What follows belongs to an exercise in optimizing a design on an open flow for small area, a short achievable clock period and few clock cycles per item; a production flow would make more cautious choices. Power figures rest on the tool's default switching activity, not on a simulated workload.

## ATCONV
module  ATCONV(
	input		clk,
	input		reset,
	output 	    busy,
	input		ready,
	output reg	[11:0]	iaddr,
	input signed [12:0]	idata,
	output	reg 	cwr,
	output  reg	[11:0]	caddr_wr,
	output reg 	[12:0] 	cdata_wr,
	output	reg 	crd,
	output  	[11:0] 	caddr_rd,
	input 	[12:0] 	cdata_rd,
	output reg 	csel
	);
	localparam K = 4;           
	localparam L = K + 2;       
	function [16:0] bk17;
		input [16:0] x, z;
		input ci;
		reg [16:0] p, g, p0;
		integer k, i, s;
		begin
			p = x ^ z; g = x & z; p0 = p;
			g[0] = g[0] | (p[0] & ci);
			for (k = 0; k < 5; k = k + 1) begin
				s = 1 << k;
				for (i = 0; i < 17; i = i + 1)
					if (((i + 1) % (2*s)) == 0) begin
						g[i] = g[i] | (p[i] & g[i - s]);
						p[i] = p[i] & p[i - s];
					end
			end
			for (k = 3; k >= 0; k = k - 1) begin
				s = 1 << k;
				for (i = 0; i < 17; i = i + 1)
					if (i >= 3*s - 1 && ((i + 1 - s) % (2*s)) == 0) begin
						g[i] = g[i] | (p[i] & g[i - s]);
						p[i] = p[i] & p[i - s];
					end
			end
			bk17 = p0 ^ {g[15:0], ci};
		end
	endfunction
	function [12:0] inc13;
		input [12:0] x;
		input ci;
		reg c;
		integer i;
		begin
			c = ci;
			for (i = 0; i < 13; i = i + 1) begin
				inc13[i] = x[i] ^ c;
				c = c & x[i];
			end
		end
	endfunction
	reg        run;
	reg [2:0]  ci;
	reg [5:0]  s;
	reg        cp;
	reg [4:0]  b;
	assign busy = run;
	wire tail   = b[4] & (s == 6'd2);
	wire last_i = tail ? (ci == 3'd4) : (ci == L-1);
	reg [2:0] n_ci;
	reg [5:0] n_s;
	reg       n_cp;
	reg [4:0] n_b;
	always @(*) begin
		n_ci = ci + 3'd1;
		n_s  = s;
		n_cp = cp;
		n_b  = b;
		if (last_i) begin
			n_ci = 3'd0;
			if (b[4]) begin
				if (s != 6'd2) n_s = s + 6'd1;
			end else if (s == 6'd32) begin
				n_s = 6'd0;
				n_cp = ~cp;
				if (cp) n_b = b + 5'd1;
			end else
				n_s = s + 6'd1;
		end
	end
  ...
For scale: ~1,300 cells after synthesis, about 0.015 sq mm of cells after synthesis.
Settings: LEC_CHECK=0, CAP_MARGIN=20, CORE_MARGIN=2, CORE_UTILIZATION=40, CTS_CLUSTER_DIAMETER=100, CTS_CLUSTER_SIZE=25, SLEW_MARGIN=20; clock period 10.0 ns.
standard.sh (not shown) runs the stock make flow with config.mk's settings and CLKGATE_MAP_FILE= SYNTH_SCRIPT=/design/flow/synth_recipe.tcl, a recipe that flattens the netlist after the stock synthesis.
==> flow/flow/run.sh <==
#!/bin/bash
set -euo pipefail
export BUFFER_PORTS_ARGS="-buffer_cell sky130_fd_sc_hd__buf_4"
export SETUP_SLACK_MARGIN=6.5
bash standard.sh > standard.log 2>&1
Then changed:
--- a/flow/design.v
+++ b/flow/design.v
@@ -13,39 +13,12 @@
 	output  	[11:0] 	caddr_rd,
 	input 	[12:0] 	cdata_rd,
 	output reg 	csel
 	);
 	localparam K = 4;           
 	localparam L = K + 2;       
-	function [16:0] bk17;
-		input [16:0] x, z;
-		input ci;
-		reg [16:0] p, g, p0;
-		integer k, i, s;
-		begin
-			p = x ^ z; g = x & z; p0 = p;
-			g[0] = g[0] | (p[0] & ci);
-			for (k = 0; k < 5; k = k + 1) begin
-				s = 1 << k;
-				for (i = 0; i < 17; i = i + 1)
-					if (((i + 1) % (2*s)) == 0) begin
-						g[i] = g[i] | (p[i] & g[i - s]);
-						p[i] = p[i] & p[i - s];
-					end
-			end
-			for (k = 3; k >= 0; k = k - 1) begin
-				s = 1 << k;
-				for (i = 0; i < 17; i = i + 1)
-					if (i >= 3*s - 1 && ((i + 1 - s) % (2*s)) == 0) begin
-						g[i] = g[i] | (p[i] & g[i - s]);
-						p[i] = p[i] & p[i - s];
-					end
-			end
-			bk17 = p0 ^ {g[15:0], ci};
-		end
-	endfunction
 	function [12:0] inc13;
 		input [12:0] x;
 		input ci;
 		reg c;
 		integer i;
 		begin
@@ -122,14 +95,14 @@
 	always @(posedge clk) begin
 		Vr <= v;
 		Cr <= cc;
 	end
 	wire [15:0] Nh = Nring[15:0];
 	wire [15:0] Xo = flp[2] ? Nh : Vr;
-	wire [16:0] t2 = bk17(Pring[16:0], ~{Xo[15], Xo}, 1'b1);    
-	wire [16:0] Pn = bk17(Cr, ~{Nh[15], Nh}, 1'b1);
+	wire [16:0] t2 = Pring[16:0] - {Xo[15], Xo};    
+	wire [16:0] Pn = Cr - {Nh[15], Nh};
 	reg  [12:0] t2r;
 	always @(posedge clk) begin
 		Pring <= {Pn, Pring[17*L-1:17]};
 		Nring <= {Vr, Nring[16*L-1:16]};
 		t2r   <= t2[16:4];
 	end
The new run produced a clean layout. Cell area goes down by about 0.5%. Utilization rises by 0.51 points. Worst hold slack degrades by 0.011 ns. Routed wire length goes up by about 3.4%. Clock skew is higher by 0.0081 ns. Worst setup slack gets better by 0.067 ns. Total power rises by 2.3%. Maximum frequency rose by 2.0%. Synthesized cell count barely changes. Die area fell by about 0.8%. Non-clock buffer count grows by 2. Clock-buffer cell count increases by 1. Area after synthesis fell by 0.86%. Flip-flop and latch count stays the same.
Function was not checked in any run of this note: the RTL went through the layout flow alone.

========
== run D ==
Another version of the RTL of ATCONV (not shown whole).
Size in the first run: roughly 1400 cells after synthesis, ~400 flip-flops, ~82 I/O pins, ~0.016 mm^2 of cells after synthesis.
==> module ATCONV, before the edit <==
module  ATCONV(
	input		clk,
	input		reset,
	output 	    busy,
	input		ready,
	output reg	[11:0]	iaddr,
	input signed [12:0]	idata,
	output	reg 	cwr,
	output  reg	[11:0]	caddr_wr,
	output reg 	[12:0] 	cdata_wr,
	output	reg 	crd,       
	output  reg	[11:0] 	caddr_rd,
	input 	[12:0] 	cdata_rd,
	output reg 	csel
	);
	localparam K = 4;           
	localparam L = K + 2;       
	function [12:0] inc13;
		input [12:0] x;
		input ci;
		reg c;
		integer i;
		begin
			c = ci;
			for (i = 0; i < 13; i = i + 1) begin
				inc13[i] = x[i] ^ c;
				c = c & x[i];
			end
		end
	endfunction
	reg        run;
	reg        busy_r;    
	reg [2:0]  ci;
	reg [5:0]  s;
	reg        cp;
	reg [4:0]  b;
	assign busy = busy_r;
	wire tail   = b[4] & (s == 6'd2);
	wire last_i = tail ? (ci == 3'd4) : (ci == L-1);
	reg [2:0] n_ci;
	reg [5:0] n_s;
	reg       n_cp;
	reg [4:0] n_b;
	always @(*) begin
		n_ci = ci + 3'd1;
		n_s  = s;
		n_cp = cp;
		n_b  = b;
		if (last_i) begin
			n_ci = 3'd0;
			if (b[4]) begin
				if (s != 6'd2) n_s = s + 6'd1;
			end else if (s == 6'd32) begin
				n_s = cp ? 6'd0 : 6'd1;
				n_cp = ~cp;
				if (cp) n_b = b + 5'd1;
			end else
				n_s = s + 6'd1;
		end
	end
	wire [7:0] row  = {b[4:1], 3'b000} + {7'd0, b[0]} + {4'd0, ci, 1'b0} - 8'd2;
	wire [5:0] rowc = row[7] ? 6'd0 : (row[6] ? 6'd63 : row[5:0]);
	wire [5:0] sm1  = s - 6'd1;
	wire [5:0] s32  = 6'd32 - s;
	wire [5:0] col  = cp ? ((s == 6'd0) ? 6'd0 : {sm1[4:0], 1'b1})
	                     : ((s == 6'd0) ? 6'd63 : {s32[4:0], 1'b0});
	wire fl = (s == 6'd0) | (cp & (s == 6'd1));    
	wire wv = (ci >= 3'd2) & (((s >= 6'd2) & ~b[4]) | (fl & ((b != 5'd0) | cp)));
	reg [12:0] pix, x1, x2;
	always @(posedge clk) begin
		pix <= idata;
		x1  <= pix;
		x2  <= x1;
	end
	reg [3:0] wvp;           
	reg [2:0] flp;           
	always @(posedge clk or posedge reset) begin
		if (reset) begin
			wvp <= 4'b0000;
			flp <= 3'b000;
		end else begin
			wvp <= {wvp[2:0], wv & run};
			flp <= {flp[1:0], fl};
		end
	end
	reg [17*L-1:0] Pring;
	reg [16*L-1:0] Nring;
	wire [15:0] sx2 = {{3{x2[12]}}, x2};
	wire [15:0] spx = {{3{pix[12]}}, pix};
	wire [15:0] v   = sx2 + spx + {x1[12], x1, 2'b00};                          
	wire [16:0] cc  = {x1, 4'b0000} - {sx2[15], sx2, 1'b0} - {spx[15], spx, 1'b0};  
	reg  [15:0] Vr;
	reg  [16:0] Cr;
	always @(posedge clk) begin
		Vr <= v;
		Cr <= cc;
	end
	wire [15:0] Nh = Nring[15:0];
	wire [15:0] Xo = flp[2] ? Nh : Vr;
	wire [16:0] t2 = Pring[16:0] - {Xo[15], Xo};    
	wire [16:0] Pn = Cr - {Nh[15], Nh} - 17'd188;
	reg  [12:0] t2r;
	always @(posedge clk) begin
		Pring <= {Pn, Pring[17*L-1:17]};
		Nring <= {Vr, Nring[16*L-1:16]};
		t2r   <= t2[16:4];
	end
	wire ok0 = ~t2r[12] & (|t2r[11:0]) & (t2r[11:0] < 12'hFF5);
	wire [12:0] l0 = {1'b0, t2r[11:0] & {12{ok0}}};
	reg [5:0] wrow, wcol;
	always @(posedge clk or posedge reset) begin
		if (reset) begin
			wrow <= 6'd0;
			wcol <= 6'd62;
		end else if (wvp[3]) begin
			if (wrow[2:1] != 2'b11)
				wrow <= wrow + 6'd2;
			else begin
				wrow <= wrow - 6'd6;
				if (wcol == 6'd63) begin
					wcol <= 6'd62;
					wrow <= wrow[0] ? wrow + 6'd1 : wrow - 6'd5;
				end else if (wcol == 6'd0)
					wcol <= 6'd1;
				else if (wcol[0])
					wcol <= wcol + 6'd2;
				else
					wcol <= wcol - 6'd2;
			end
		end
	end
	reg [12:0] pc;             
	reg        pst, pwp, c0;
	reg [12:0] mx;
	reg        rd;             
	wire [12:0] pcn = inc13(pc, rd);
	reg  [3:0]  rg;            
	wire rd_next = run & ~done & ((ci == 3'd3) ? pen : ((ci == 3'd4 || ci == 3'd5) ? 1'b0 : pst));
	wire [10:0] nb  = pc[12:2] + {10'd0, rd & (&pc[1:0])};     
	wire        pen = ~nb[10] & (({1'b0, nb[9:7]} < rg) |
	                  (({1'b0, nb[9:7]} == b[4:1]) & b[0] & cp & ({1'b0, nb[6:2]} + 6'd4 <= s)));
	wire [9:0]  l1a = pc[11:2] - 10'd1;
	wire [8:0]  mxi = mx[12:4] + 9'd1;
	wire [12:0] l1 = (mx[3:0] != 4'd0) ? {mxi, 4'b0000} : mx;
	wire wr1  = (ci == 3'd4) & pwp;
	reg  done;     
	always @(posedge clk) begin
		if (rd) mx <= (c0 | (cdata_rd > mx)) ? cdata_rd : mx;
		crd <= rd_next;
		caddr_rd <= (run & ~done) ? {pcn[11:9], pcn[3:2], pcn[1], pcn[8:4], pcn[0]} : 12'd0;
		cdata_wr <= wr1 ? l1 : l0;
		caddr_wr <= wr1 ? {2'b00, l1a[9:7], l1a[1:0], l1a[6:2]} : {wrow, wcol};
		if (!run) iaddr <= 12'd63;
		else iaddr <= {rowc, col};
	end
	always @(posedge clk)
		busy_r <= ~reset & (run ? ~done : ready);
	always @(posedge clk or posedge reset) begin
		if (reset) begin
			done <= 1'b0;
			run <= 1'b0;
			ci <= 3'd1; s <= 6'd0; cp <= 1'b0; b <= 5'd0;
			pc <= 13'd0; pst <= 1'b0; pwp <= 1'b0; c0 <= 1'b0; rg <= 4'd0;
			rd <= 1'b0; cwr <= 1'b0; csel <= 1'b0;
		end else begin
			rg <= ((s >= 6'd2) | cp | b[0]) ? b[4:1] : ((b[4:1] == 4'd0) ? 4'd0 : b[4:1] - 4'd1);
			if (!run) begin
				run <= ready;
				cwr <= 1'b0;
				rd <= 1'b0;
				csel <= 1'b0;
				c0 <= 1'b0;
			end else if (done) begin
				run <= 1'b0;
				ci <= 3'd1; s <= 6'd0; cp <= 1'b0; b <= 5'd0;
				pc <= 13'd0; pst <= 1'b0; pwp <= 1'b0; c0 <= 1'b0; done <= 1'b0;
				rd <= 1'b0; cwr <= 1'b0; csel <= 1'b0;
			end else begin
				ci <= n_ci; s <= n_s; cp <= n_cp; b <= n_b;
				pc <= pcn;
				if (ci == 3'd3) begin
					pst <= pen;
					pwp <= pst;
					rd <= pen;
					c0  <= pen;
				end else begin
					c0 <= 1'b0;
					rd <= (ci == 3'd4 || ci == 3'd5) ? 1'b0 : pst;
				end
				cwr  <= wvp[3] | wr1;
				csel <= wr1;
				done <= wr1 & (l1a == 10'h3FF);
			end
		end
	end
endmodule
==> flow/config.mk <==
export PLATFORM = sky130hd
export DESIGN_NAME = ATCONV
export DESIGN_NICKNAME = ATCONV
export VERILOG_FILES = /design/flow/design.v
export SDC_FILE = /design/flow/constraint.sdc
export NUM_CORES = 4
export LEC_CHECK = 0
export CAP_MARGIN = 20
export CORE_MARGIN = 2
export CORE_UTILIZATION = 40
export CTS_CLUSTER_DIAMETER = 100
export CTS_CLUSTER_SIZE = 30
export SLEW_MARGIN = 20
==> flow/constraint.sdc <==
create_clock -name core_clock -period 10.0 [get_ports {clk}]
set_input_delay 2.0000 -clock core_clock [delete_from_list [all_inputs] [get_ports {clk}]]
set_output_delay 2.0000 -clock core_clock [all_outputs]
set_load 0.01 [all_outputs]
==> flow/flow/run.sh <==
#!/bin/bash
set -euo pipefail
export BUFFER_PORTS_ARGS="-buffer_cell sky130_fd_sc_hd__buf_2"
export SETUP_SLACK_MARGIN=6.5
bash standard.sh > standard.log 2>&1
--- input diff run D..run A ---
--- a/flow/design.v
+++ b/flow/design.v
@@ -134,20 +134,22 @@
 	reg        pst, pwp, c0;
 	reg [12:0] mx;
 	reg        rd;             
-	wire [12:0] pcn = inc13(pc, rd);
+	reg        done;           
+	wire [12:0] pcn = pc + {12'd0, rd};
 	reg  [3:0]  rg;            
+	reg        pen;
+	wire [10:0] nb  = pc[12:2] + {10'd0, pst};     
+	wire        pen_n = ~nb[10] & (({1'b0, nb[9:7]} < rg) |
+	                    (({1'b0, nb[9:7]} == b[4:1]) & b[0] & cp & ({1'b0, nb[6:2]} + 6'd4 <= s)));
 	wire rd_next = run & ~done & ((ci == 3'd3) ? pen : ((ci == 3'd4 || ci == 3'd5) ? 1'b0 : pst));
-	wire [10:0] nb  = pc[12:2] + {10'd0, rd & (&pc[1:0])};     
-	wire        pen = ~nb[10] & (({1'b0, nb[9:7]} < rg) |
-	                  (({1'b0, nb[9:7]} == b[4:1]) & b[0] & cp & ({1'b0, nb[6:2]} + 6'd4 <= s)));
 	wire [9:0]  l1a = pc[11:2] - 10'd1;
 	wire [8:0]  mxi = mx[12:4] + 9'd1;
 	wire [12:0] l1 = (mx[3:0] != 4'd0) ? {mxi, 4'b0000} : mx;
 	wire wr1  = (ci == 3'd4) & pwp;
-	reg  done;     
 	always @(posedge clk) begin
 		if (rd) mx <= (c0 | (cdata_rd > mx)) ? cdata_rd : mx;
 		crd <= rd_next;
+		pen <= pen_n;
 		caddr_rd <= (run & ~done) ? {pcn[11:9], pcn[3:2], pcn[1], pcn[8:4], pcn[0]} : 12'd0;
 		cdata_wr <= wr1 ? l1 : l0;
 		caddr_wr <= wr1 ? {2'b00, l1a[9:7], l1a[1:0], l1a[6:2]} : {wrow, wcol};
--- outcome ---
- Number of library cell types mapped by synthesis (run D / run A): 1.2
- The minimum hold slack of run A was superior to that of run D.
- Relative to run D, number of clock buffers in the layout decreased by about 4% in run A.
- Relative to run D, clock power share has decreased by 2.5 points in run A.
- The met3 layer usage reported by global route on run A is in line with that on run D.
- Combinational power in run A is 16% above run D.
Function was not checked in any run of this note: the RTL went through the layout flow alone.

## static timing again, ports no longer ideal
The results above use ideal ports. As a check the final layouts listed here were re-extracted and re-timed, cells and wires unchanged.
Step 1 assumes that a clkbuf_16 drives the clock port and a buf_2 every other input.
Step 2 also shifts input and output timing later by t, the mid clock arrival at the registers, as if the neighbouring blocks saw the same clock.
Three values: ideal, step 1, step 2; two values: the first two.
| run | t, ns | setup WS [ns] | hold slack, ns | worst setup path after step 2 | cell pins on the clock port's net |
|---|---|---|---|---|---|
| the first run of note 1 | 0.562 | 6.585 / 6.538 / 6.304 | 0.319 / 0.319 / 0.319 | input to register | 1 |
| the second run of note 1 | 0.569 | 6.652 / 6.605 / 6.166 | 0.308 / 0.308 / 0.308 | input to register | 1 |
| run D | 0.577 | 6.605 / 6.632 / 6.056 | 0.313 / 0.313 / 0.313 | input to register | 1 |
| run A | 0.560 | 6.691 / 6.724 / 6.164 | 0.319 / 0.319 / 0.319 | input to register | 1 |
After both steps every run listed still meets setup and hold. For run D, which loses most, drivers alone change the setup slack by +0.027 ns; drivers and shift together by -0.549 ns.
